Context: an optimization exercise on an open-source flow, tuned for small area, a short achievable clock period and few clock cycles per item. The choices shown serve that exercise and are no tape-out recipe. The RTL was checked by simulation tests, not by an equivalence proof against the original design.

// MCH
module MCH (
    input               clk,
    input               reset,
    input       [ 7:0]  X,
    input       [ 7:0]  Y,
    output              Done,
    output      [16:0]  area
);
Size: roughly 6,600 cells after synthesis, roughly 980 flip-flops, roughly 63,000 sq um of cells after synthesis.
==> flow/config.mk <==
export PLATFORM = sky130hd
export DESIGN_NAME = MCH
export DESIGN_NICKNAME = MCH
export VERILOG_FILES = /design/flow/design.v
export SDC_FILE = /design/flow/constraint.sdc
export NUM_CORES = 8
export LEC_CHECK = 0
export CAP_MARGIN = 20
export CORE_MARGIN = 2
export CORE_UTILIZATION = 35
export PLACE_DENSITY = 0.55
export SLEW_MARGIN = 20
==> flow/constraint.sdc <==
create_clock -name core_clock -period 13.0 [get_ports {clk}]
set_input_delay 2.6000 -clock core_clock [delete_from_list [all_inputs] [get_ports {clk}]]
set_output_delay 2.6000 -clock core_clock [all_outputs]
set_load 0.01 [all_outputs]
standard.sh (not shown) runs the stock make flow with config.mk's settings and CLKGATE_MAP_FILE= SYNTH_SCRIPT=/design/flow/synth_recipe.tcl, a recipe that flattens the netlist after the stock synthesis.
==> flow/flow/run.sh <==
#!/bin/bash
# Layout flow: the standard flow (standard synthesis, floorplan, placement,
# CTS, routing) unchanged, except that ORFS's timing repair (after CTS and after
# global routing) is asked to leave 8.75 ns of setup slack instead of 0, so that it
# also speeds up paths that already meet the 13 ns clock. The clock, the I/O
# constraints and everything else are the design's.
set -uo pipefail
cp standard.sh standard_sh.copy.log
export SETUP_SLACK_MARGIN=8.75
bash standard.sh > standard.log 2>&1
Testbench counts at the start, summed over its fixed seeds: cycles 15,977, hulls 384.
Edit:
==> flow/flow/run.sh (replaced) <==
#!/bin/bash
# Layout flow: the standard flow (standard synthesis, floorplan, placement,
# CTS, routing) unchanged, except that ORFS's timing repair (after CTS and after
# global routing) is asked to leave 9 ns of setup slack instead of 0, so that it
# also speeds up paths that already meet the 13 ns clock. The clock, the I/O
# constraints and everything else are the design's.
set -uo pipefail
cp standard.sh standard_sh.copy.log
export SETUP_SLACK_MARGIN=9
bash standard.sh > standard.log 2>&1
Settings changed: CTS_CLUSTER_DIAMETER set to 80, CTS_CLUSTER_SIZE set to 25.
Effect:
- sequential cell count does not change
- synthesized area stays the same
- die area is unchanged
- critical path depth climbs by 8
- worst setup slack gets better by 0.17 ns
- global-route usage rises by 1.5 points
- sequential share of layout area is lower by 0.21 points
- routed wire length came out higher by 6.1%
- via count is higher by about 2.2%
Edit:
Settings changed: CTS_CLUSTER_DIAMETER 80 to 100, CTS_CLUSTER_SIZE 25 to 20.
After rerunning: The new run finished clean; wire length goes down slightly; via count goes down slightly; global-route usage goes down by 0.96 points; worst setup slack gains 0.061 ns; cell area goes down slightly; synthesized area does not change; core utilization goes down by 0.62 points.
Edit:
==> flow/flow/run.sh (replaced) <==
#!/bin/bash
# Layout flow: the standard flow (standard synthesis, floorplan, placement,
# CTS, routing) unchanged, except that ORFS's timing repair (after CTS and after
# global routing) is asked to leave 8.8 ns of setup slack instead of 0, so that it
# also speeds up paths that already meet the 13 ns clock. The clock, the I/O
# constraints and everything else are the design's.
set -uo pipefail
cp standard.sh standard_sh.copy.log
export SETUP_SLACK_MARGIN=8.8
bash standard.sh > standard.log 2>&1
Settings changed: ABC_AREA set to 1.
Outcome: Wire length went up by 1.7%; die area increases by 2.5%; count of clock-buffer cells in the layout stays the same.

---

Starting RTL as in the previous note.
Settings: LEC_CHECK=0, CAP_MARGIN=20, CORE_MARGIN=2, CORE_UTILIZATION=35, CTS_CLUSTER_DIAMETER=100, CTS_CLUSTER_SIZE=15, PLACE_DENSITY=0.55, SLEW_MARGIN=20; clock period 13.0 ns.
==> flow/flow/run.sh <==
#!/bin/bash
# Layout flow: the standard flow (standard synthesis, floorplan, placement,
# CTS, routing) unchanged, except that ORFS's timing repair (after CTS and after
# global routing) is asked to leave 9 ns of setup slack instead of 0, so that it
# also speeds up paths that already meet the 13 ns clock. The clock, the I/O
# constraints and everything else are the design's.
set -uo pipefail
cp standard.sh standard_sh.copy.log
export SETUP_SLACK_MARGIN=9
bash standard.sh > standard.log 2>&1
The first run finished with timing, DRC and antenna clean.
Testbench counts at the start, summed over its fixed seeds: cycles 15,977, hulls 384.
Edit:
--- a/flow/flow/run.sh
+++ b/flow/flow/run.sh
@@ -4 +4 @@
-# global routing) is asked to leave 9 ns of setup slack instead of 0, so that it
+# global routing) is asked to leave 9.6 ns of setup slack instead of 0, so that it
@@ -9 +9 @@
-export SETUP_SLACK_MARGIN=9
+export SETUP_SLACK_MARGIN=9.6
- ABC_AREA: not set -> 1
- CTS_CLUSTER_SIZE: 15 -> 20
What happened: Sequential share of layout area drops by 2.3 points; routed wire length climbs by 7.1%; die area climbs by 2.5%; clock skew drops by 0.024 ns; via count climbs by 16%; fmax climbs by 7.6%; worst setup slack gets better by 0.29 ns; critical path depth drops by 18; register-to-register slack gets better by 0.31 ns.
Edit:
--- a/flow/flow/run.sh
+++ b/flow/flow/run.sh
@@ -4 +4 @@
-# global routing) is asked to leave 9.6 ns of setup slack instead of 0, so that it
+# global routing) is asked to leave 9.3 ns of setup slack instead of 0, so that it
@@ -9 +9 @@
-export SETUP_SLACK_MARGIN=9.6
+export SETUP_SLACK_MARGIN=9.3
- GPL_ROUTABILITY_DRIVEN: not set -> 0
After rerunning: The new run went through all stages and came out clean. Critical path depth is unchanged.
Edit:
--- a/flow/flow/run.sh
+++ b/flow/flow/run.sh
@@ -4 +4 @@
-# global routing) is asked to leave 9.3 ns of setup slack instead of 0, so that it
+# global routing) is asked to leave 9 ns of setup slack instead of 0, so that it
@@ -9 +9 @@
-export SETUP_SLACK_MARGIN=9.3
+export SETUP_SLACK_MARGIN=9
- GPL_ROUTABILITY_DRIVEN: 0 -> not set
Critical path depth is higher by 15.
Global-route usage increases by 0.40 points.
Final cell count drops slightly.
Fmax came out lower slightly.
Register-to-register slack is worse by 0.19 ns.
Clock skew goes down by 0.0077 ns.
Edit:
--- a/flow/flow/run.sh
+++ b/flow/flow/run.sh
@@ -4 +4 @@
-# global routing) is asked to leave 9 ns of setup slack instead of 0, so that it
+# global routing) is asked to leave 9.3 ns of setup slack instead of 0, so that it
@@ -9 +9 @@
-export SETUP_SLACK_MARGIN=9
+export SETUP_SLACK_MARGIN=9.3
- CAP_MARGIN: 20 -> 10
- SLEW_MARGIN: 20 -> 10
=> The changed run produced a clean layout; final cell count climbs by 0.80%; via count goes up by 0.75%; global-route usage hardly moves; design area went up by about 3%; routed wire length grows by about 0.6%.
Edit:
--- a/flow/flow/run.sh
+++ b/flow/flow/run.sh
@@ -4 +4 @@
-# global routing) is asked to leave 9.3 ns of setup slack instead of 0, so that it
+# global routing) is asked to leave 9 ns of setup slack instead of 0, so that it
@@ -9 +9 @@
-export SETUP_SLACK_MARGIN=9.3
+export SETUP_SLACK_MARGIN=9
- ABC_AREA: 1 -> not set
- CAP_MARGIN: 10 -> 20
- PLACE_DENSITY: 0.55 -> 0.68
- SLEW_MARGIN: 10 -> 20
Outcome: Routed wire length decreases by 8.4%. Setup slack gets worse by 0.27 ns. Global-route usage came out lower by 2.5 points. Via count shrinks by 11%. Sequential share of layout area grows by 1.1 points. Die area fell by 2.5%. Synthesized cell count fell by 22%.

-- afterwards: timing with drivers on the ports --
Ports are ideal in the flow. The routed layouts listed here were re-timed in OpenROAD. Step 1 sets driving cells, clkbuf_16 on the clock port and buf_2 on the other inputs (assumed; they add their load-dependent delay and slew). Step 2 times the ports against the registers' clock, not the clock port: input delays grow and output delays shrink by t, the midpoint of the rising clock arrivals with the driver on. Three values: ideal, step 1, step 2; two values: the first two.
run	t, ns	setup WS [ns]	worst hold slack (ns)	latest minus earliest clock arrival (ns)
the first run of note 1	0.841	8.710 / 8.710 / 8.710	0.346 / 0.346 / 0.346	0.058 / 0.059
the second run of note 1	0.801	8.882 / 8.882 / 8.882	0.346 / 0.346 / 0.346	0.081 / 0.081
the third run of note 1	0.805	8.943 / 8.943 / 8.943	0.345 / 0.345 / 0.345	0.073 / 0.073
the fourth run of note 1	0.835	8.856 / 8.768 / 8.879	0.331 / 0.331 / 0.331	0.072 / 0.072
the first run of note 2	0.806	8.873 / 8.873 / 8.873	0.342 / 0.342 / 0.342	0.079 / 0.080
the second run of note 2	0.800	9.166 / 9.077 / 9.176	0.360 / 0.360 / 0.360	0.054 / 0.054
the third run of note 2	0.809	9.097 / 9.011 / 9.230	0.338 / 0.338 / 0.338	0.081 / 0.082
the fourth run of note 2	0.840	9.035 / 8.949 / 9.035	0.331 / 0.331 / 0.331	0.075 / 0.075
the fifth run of note 2	0.811	9.164 / 9.071 / 9.225	0.354 / 0.354 / 0.354	0.059 / 0.060
the sixth run of note 2	0.803	8.890 / 8.890 / 8.890	0.356 / 0.356 / 0.356	0.112 / 0.112
After both steps setup and hold are still met in every run listed.
